Background: an optimization exercise with open tools, aiming at small area and a short achievable clock period. Do not read the settings as production practice. RTL that was checked went through simulation tests only; none was proved equivalent to the original. The clock port is modelled as an ideal driver; clocking choices that lean on that would not hold on a real chip. Power figures rest on the tool's default switching activity, not on a simulated workload.

## build 40
Design pe_mac, start of the top module:
module pe_mac #(
  parameter int WA       = 16,
  parameter int WB       = 16,
  parameter int ACCW     = 40,
  parameter int MULT_LAT = 1,
  parameter int ADD_LAT  = 0
) (
  input  logic                    clk,
  input  logic                    rst_n,
  input  logic                    in_valid,
  output logic                    in_ready,
  input  logic signed [WA-1:0]    a_in,
  input  logic signed [WB-1:0]    b_in,
  input  logic signed [ACCW-1:0]  psum_in,
  output logic                    out_valid,
  input  logic                    out_ready,
  output logic signed [WA-1:0]    a_out,
  output logic signed [WB-1:0]    b_out,
  output logic signed [ACCW-1:0]  psum_out
);
  logic        acc;
  logic [15:0] A, B;
  logic [39:0] P;
  logic [39:0] S;
  logic [3:0]  V;
  logic [39:0] psum_off;
  assign in_ready = out_ready;
  assign acc      = in_valid & out_ready;
  assign psum_off = {psum_in[39:32], ~psum_in[31], psum_in[30:0]};
  logic [7:0] BN, BO, bn_in, bo_in;
  assign bn_in[0] = b_in[1];
  assign bo_in[0] = b_in[0] ^ 1'b0;
  assign bn_in[1] = b_in[3];
  assign bo_in[1] = b_in[2] ^ b_in[1];
  assign bn_in[2] = b_in[5];
  assign bo_in[2] = b_in[4] ^ b_in[3];
  assign bn_in[3] = b_in[7];
  assign bo_in[3] = b_in[6] ^ b_in[5];
  assign bn_in[4] = b_in[9];
  assign bo_in[4] = b_in[8] ^ b_in[7];
  assign bn_in[5] = b_in[11];
  assign bo_in[5] = b_in[10] ^ b_in[9];
  assign bn_in[6] = b_in[13];
  assign bo_in[6] = b_in[12] ^ b_in[11];
  assign bn_in[7] = b_in[15];
  assign bo_in[7] = b_in[14] ^ b_in[13];
  always_ff @(posedge clk) begin
    if (!rst_n) begin
      A  <= '0;
      BN <= '0;
      BO <= '0;
      P  <= 40'h0080000000;
    end else if (acc) begin
      A  <= a_in;
      BN <= bn_in;
      BO <= bo_in;
      P  <= psum_off;
    end
  end
  assign B[1] = BN[0];
  assign B[0] = BO[0];
  ...
clock: 6.0 ns
lec_check: 0
abc_area: 1
cap_margin: 20
core_margin: 2
core_utilization: 68
cts_buf_list: sky130_fd_sc_hd__clkbuf_8
setup_slack_margin: 3.2
slew_margin: 20
synth_hierarchical: 1
synth_minimum_keep_size: 0
tns_end_percent: 20
standard.sh (not shown) runs the stock make flow with config.mk's settings and CLKGATE_MAP_FILE= SYNTH_SCRIPT=/design/flow/synth_recipe.tcl, a recipe that flattens the netlist after the stock synthesis.
==> flow/flow/run.sh <==
#!/bin/bash
# Own flow: the standard layout (standard.sh, unchanged synthesis) with
#  - the port buffers made of the smallest buffer cell (buf_1), and
#  - useful skew for the internal M registers (flow/skew.tcl, run as the
#    PRE_CTS_TCL hook: it wraps clock_tree_synthesis and delays the clock of
#    Ms/Mc, which have no path from an input or to an output).
set -euo pipefail
here=$(pwd)
export BUFFER_PORTS_ARGS="-buffer_cell sky130_fd_sc_hd__buf_1"
export PRE_CTS_TCL="$here/flow/skew.tcl"

export SKEW_CELLS="clkbuf_2 clkbuf_4"
export CTS_ARGS="-sink_clustering_enable -repair_clock_nets -buf_list sky130_fd_sc_hd__clkbuf_8 -dont_use_dummy_load"
bash standard.sh > standard.log 2>&1
==> flow/flow/skew.tcl <==
# Useful skew for the register-to-register paths A,B -> M -> S: the clock of
# the M registers (Ms, Mc), whose D and Q pins connect only to other
# registers through logic, is delayed by a chain of clock buffers after CTS,
# so the multiply stage borrows time from the accumulate stage.
rename clock_tree_synthesis my_cts_orig
proc clock_tree_synthesis {args} {
  my_cts_orig {*}$args
  # buffer cells of the delay chain, from the tree's leaf net to the registers
  set cells [expr {[info exists ::env(SKEW_CELLS)] ? $::env(SKEW_CELLS) : "clkbuf_2 clkbuf_4"}]
  set groups [dict create]
  foreach inst [get_cells -quiet {Ms[* Mc[*}] {
    set pin [get_pins -of_objects $inst -filter "name==CLK"]
    set net [get_nets -of_objects $pin]
    dict lappend groups [get_full_name $net] [list $pin [sta::sta_to_db_inst $inst]]
  }
  set block [ord::get_db_block]
  set k 0
  dict for {netname items} $groups {
    set xs 0; set ys 0; set pins {}
    foreach it $items {
      lappend pins [lindex $it 0]
      set bb [[lindex $it 1] getBBox]
      set xs [expr {$xs + (([$bb xMin] + [$bb xMax]) / 2)}]; set ys [expr {$ys + (([$bb yMin] + [$bb yMax]) / 2)}]
    }
    set n [llength $pins]
    set dbu [$block getDbUnitsPerMicron]
    set loc [list [expr {$xs / $n / double($dbu)}] [expr {$ys / $n / double($dbu)}]]
    set cur $netname
    # a stronger last buffer for a large group keeps the clock pin slew low
    set big [expr {[info exists ::env(SKEW_BIG)] ? $::env(SKEW_BIG) : 6}]
    set chain $cells
    if {$n > $big} { set chain [lreplace $chain end end clkbuf_8] }
    set s 0
    foreach cell $chain {
      insert_buffer -buffer_cell sky130_fd_sc_hd__$cell -net $cur -load_pins $pins -location $loc \
        -buffer_name skewbuf_${k}_$s -net_name skewnet_${k}_$s
      incr s
      set cur [get_full_name [get_nets -of_objects [lindex $pins 0]]]
    }
    puts "skew: $n M register clock pins of $netname behind $chain"
    incr k
  }
}
Input-level comparison between build 75 and build 40:
- swapping 20 for 10 in TNS_END_PERCENT
- swapping 3.2 for 3.15 in SETUP_SLACK_MARGIN
diff --git a/flow/flow/run.sh b/flow/flow/run.sh
--- a/flow/flow/run.sh
+++ b/flow/flow/run.sh
@@ -13,0 +14,2 @@
+export PRE_GLOBAL_ROUTE_TCL="$here/flow/recover.tcl"
+export RECOVER_POWER=${RECOVER_POWER:-100}
==> flow/flow/recover.tcl (new file) <==
# PRE_GLOBAL_ROUTE_TCL hook: the power-recovery pass after global routing
# (downsizing gates off the critical paths) keeps the setup slack margin.
proc recover_power_helper { } {
  if { $::env(RECOVER_POWER) == 0 } {
    return
  }
  report_wns
  log_cmd repair_timing -recover_power $::env(RECOVER_POWER) \
    -setup_margin $::env(SETUP_SLACK_MARGIN) -verbose
  report_wns
}
### Flow results
| build 75 | all stages done | FAIL | capacitance limit, slew limit |
Re count of sequential standard cells: no difference whatsoever between build 75 and build 40.
Combinational cell fraction of total power in build 75 vs build 40: down 1.9 points
Comparing build 75 with build 40, the clock insertion delay at the later pin of the skew report came out essentially unchanged.
Re post-layout utilization of the core: build 40 was higher than build 75.
A endpoint of the most critical setup path of S[32]$_DFF_P_ is what build 40 shows, while Ms[20]$_DFF_P_ belongs to build 75.
Worst-case hold slack in build 75 is 0.044 ns above build 40.
Power drawn by the combinational cells in build 75 is 7.4% lower than in build 40
The run showing the greater share of the clock period used by the worst path after layout is build 75.
Measured against each other, build 40 and build 75 differ in register-to-register slack, the lower figure coming from build 75.
Going from build 40 to build 75, final worst-path setup slack shrinks by 1.23 ns.
Edits applied to the flow inputs when going from build 75 to build 81:
diff --git a/flow/flow/run.sh b/flow/flow/run.sh
--- a/flow/flow/run.sh
+++ b/flow/flow/run.sh
@@ -14,2 +13,0 @@
-export PRE_GLOBAL_ROUTE_TCL="$here/flow/recover.tcl"
-export RECOVER_POWER=${RECOVER_POWER:-100}
removed: flow/flow/recover.tcl
==> summary.txt <==
- Every run in build 75 and build 81 closed cleanly, with the single exception of build 75.
- From build 75 to build 81, tapcell count did not move at all.
- Compared build 81 against build 75; wire length within noise.
- Compared with build 75, build 81 shows a lower max-capacitance violation count.
The inputs of build 63 differ from those of build 81 as listed below.
diff --git a/flow/flow/run.sh b/flow/flow/run.sh
--- a/flow/flow/run.sh
+++ b/flow/flow/run.sh
@@ -12 +12 @@
-export SKEW_CELLS="clkbuf_2 clkbuf_4"
+export SKEW_CELLS="clkbuf_1 clkbuf_4"
==> summary.txt <==
- Summary of build 63 over build 81: worst setup margin lower, footprint of the multi-input gates shows a reduction of 34 um^2, power density over the cells saw a decrease, clock group total power now sits lower.
- Internal reg-to-reg setup slack (build 63 over build 81): decrease, 0.02 ns
- Build 81 → build 63: number of nets with antenna violations after detailed routing essentially unchanged; final cell area excluding filler cells decreased 1.2%.

== the reference run ==
pe_mac, a different RTL version from the one above (not shown whole).
Size: ~1300 cells after synthesis, about 180 flip-flops, ~0.012 mm^2 of cells after synthesis.
==> flow/config.mk <==
export PLATFORM = sky130hd
export DESIGN_NAME = pe_mac
export DESIGN_NICKNAME = pe_mac
export VERILOG_FILES = /design/flow/design.v
export SDC_FILE = /design/flow/constraint.sdc
export NUM_CORES = 4
export LEC_CHECK = 0
export ABC_AREA = 1
export CAP_MARGIN = 20
export CORE_MARGIN = 2
export CORE_UTILIZATION = 55
export CTS_BUF_LIST = sky130_fd_sc_hd__clkbuf_8
export SETUP_SLACK_MARGIN = 3.1
export SLEW_MARGIN = 20
export SYNTH_HIERARCHICAL = 1
export SYNTH_MINIMUM_KEEP_SIZE = 0
export TNS_END_PERCENT = 20
==> flow/constraint.sdc <==
create_clock -name core_clock -period 6.0 [get_ports {clk}]
set_input_delay 1.2000 -clock core_clock [delete_from_list [all_inputs] [get_ports {clk}]]
set_output_delay 1.2000 -clock core_clock [all_outputs]
set_load 0.01 [all_outputs]
==> flow/flow/run.sh <==
#!/bin/bash
# Own flow: the standard layout (standard.sh, unchanged synthesis) with
#  - the port buffers made of the smallest buffer cell (buf_1), and
#  - useful skew for the internal M registers (flow/skew.tcl, run as the
#    PRE_CTS_TCL hook: it wraps clock_tree_synthesis and delays the clock of
#    Ms/Mc, which have no path from an input or to an output).
set -euo pipefail
here=$(pwd)
export BUFFER_PORTS_ARGS="-buffer_cell sky130_fd_sc_hd__buf_1"
export PRE_CTS_TCL="$here/flow/skew.tcl"

export SKEW_CELLS="clkdlybuf4s25_1 clkbuf_4"
export CTS_ARGS="-sink_clustering_enable -repair_clock_nets -buf_list sky130_fd_sc_hd__clkbuf_8 -dont_use_dummy_load -sink_clustering_size 30 -sink_clustering_max_diameter 80"
bash standard.sh > standard.log 2>&1
Scripts as last shown in full above: flow/flow/skew.tcl
Both conditions hold for the reference run: the flow ran to the end and the final layout passed the timing, DRC and antenna checks.
### the reference run -> the trial run
diff --git a/flow/flow/run.sh b/flow/flow/run.sh
--- a/flow/flow/run.sh
+++ b/flow/flow/run.sh
@@ -13 +13 @@
-export CTS_ARGS="-sink_clustering_enable -repair_clock_nets -buf_list sky130_fd_sc_hd__clkbuf_8 -dont_use_dummy_load -sink_clustering_size 30 -sink_clustering_max_diameter 80"
+export CTS_ARGS="-sink_clustering_enable -repair_clock_nets -buf_list sky130_fd_sc_hd__clkbuf_8 -dont_use_dummy_load"
==> summary.txt <==
- As far as sequential cell count goes, the trial run and the reference run are indistinguishable; the numbers are identical.
- There was hardly any difference in synthesized cell count between the trial run and the reference run.
- The trial run vs. the reference run: first-pass GRT wire length saw little to no change; sum of buffers and inverters on the critical path now sits at about the same level; number of cells on the worst hold path ~0 delta.
No run of this note included a check of the RTL's function; only the layout flow was run.

==> afterwards: timing with drivers on the ports <==
Ports are ideal in the flow. The routed layouts listed here were re-timed in OpenROAD.
Step 1 assumes that a clkbuf_16 drives the clock port and a buf_2 every other input.
Step 2, shift: input delay + t, output delay - t, t = (earliest + latest rising clock arrival at the registers) / 2. This alone moves slack from input paths to output paths.
Slacks: ideal ports / drivers / drivers and shift; pairs: ideal ports / drivers.
| run | t, ns | setup slack, ns | hold WS [ns] | latest minus earliest clock arrival (ns) | cell pins on the clock port's net |
|---|---|---|---|---|---|
| build 40 | 0.595 | 3.198 / 3.198 / 2.690 | 0.381 / 0.381 / 0.381 | 0.279 / 0.279 | 1 |
| build 75 | 0.607 | 1.963 / 1.963 / 1.431 | 0.425 / 0.425 / 0.425 | 0.286 / 0.286 | 1 |
| build 81 | 0.613 | 3.122 / 3.121 / 2.675 | 0.393 / 0.393 / 0.393 | 0.284 / 0.283 | 1 |
| build 63 | 0.600 | 3.105 / 3.105 / 2.648 | 0.425 / 0.425 / 0.425 | 0.292 / 0.292 | 1 |
| the reference run | 0.677 | 3.082 / 3.082 / 2.729 | 0.246 / 0.246 / 0.246 | 0.472 / 0.472 | 1 |
| the trial run | 0.677 | 3.082 / 3.082 / 2.729 | 0.246 / 0.246 / 0.246 | 0.472 / 0.472 | 1 |
Clock arrivals are far apart in the reference run and the trial run, so t is only a midpoint there and step 2 fits no single register. For build 75, which loses most, drivers alone change the setup slack by 0.000 ns; drivers and shift together by -0.532 ns.
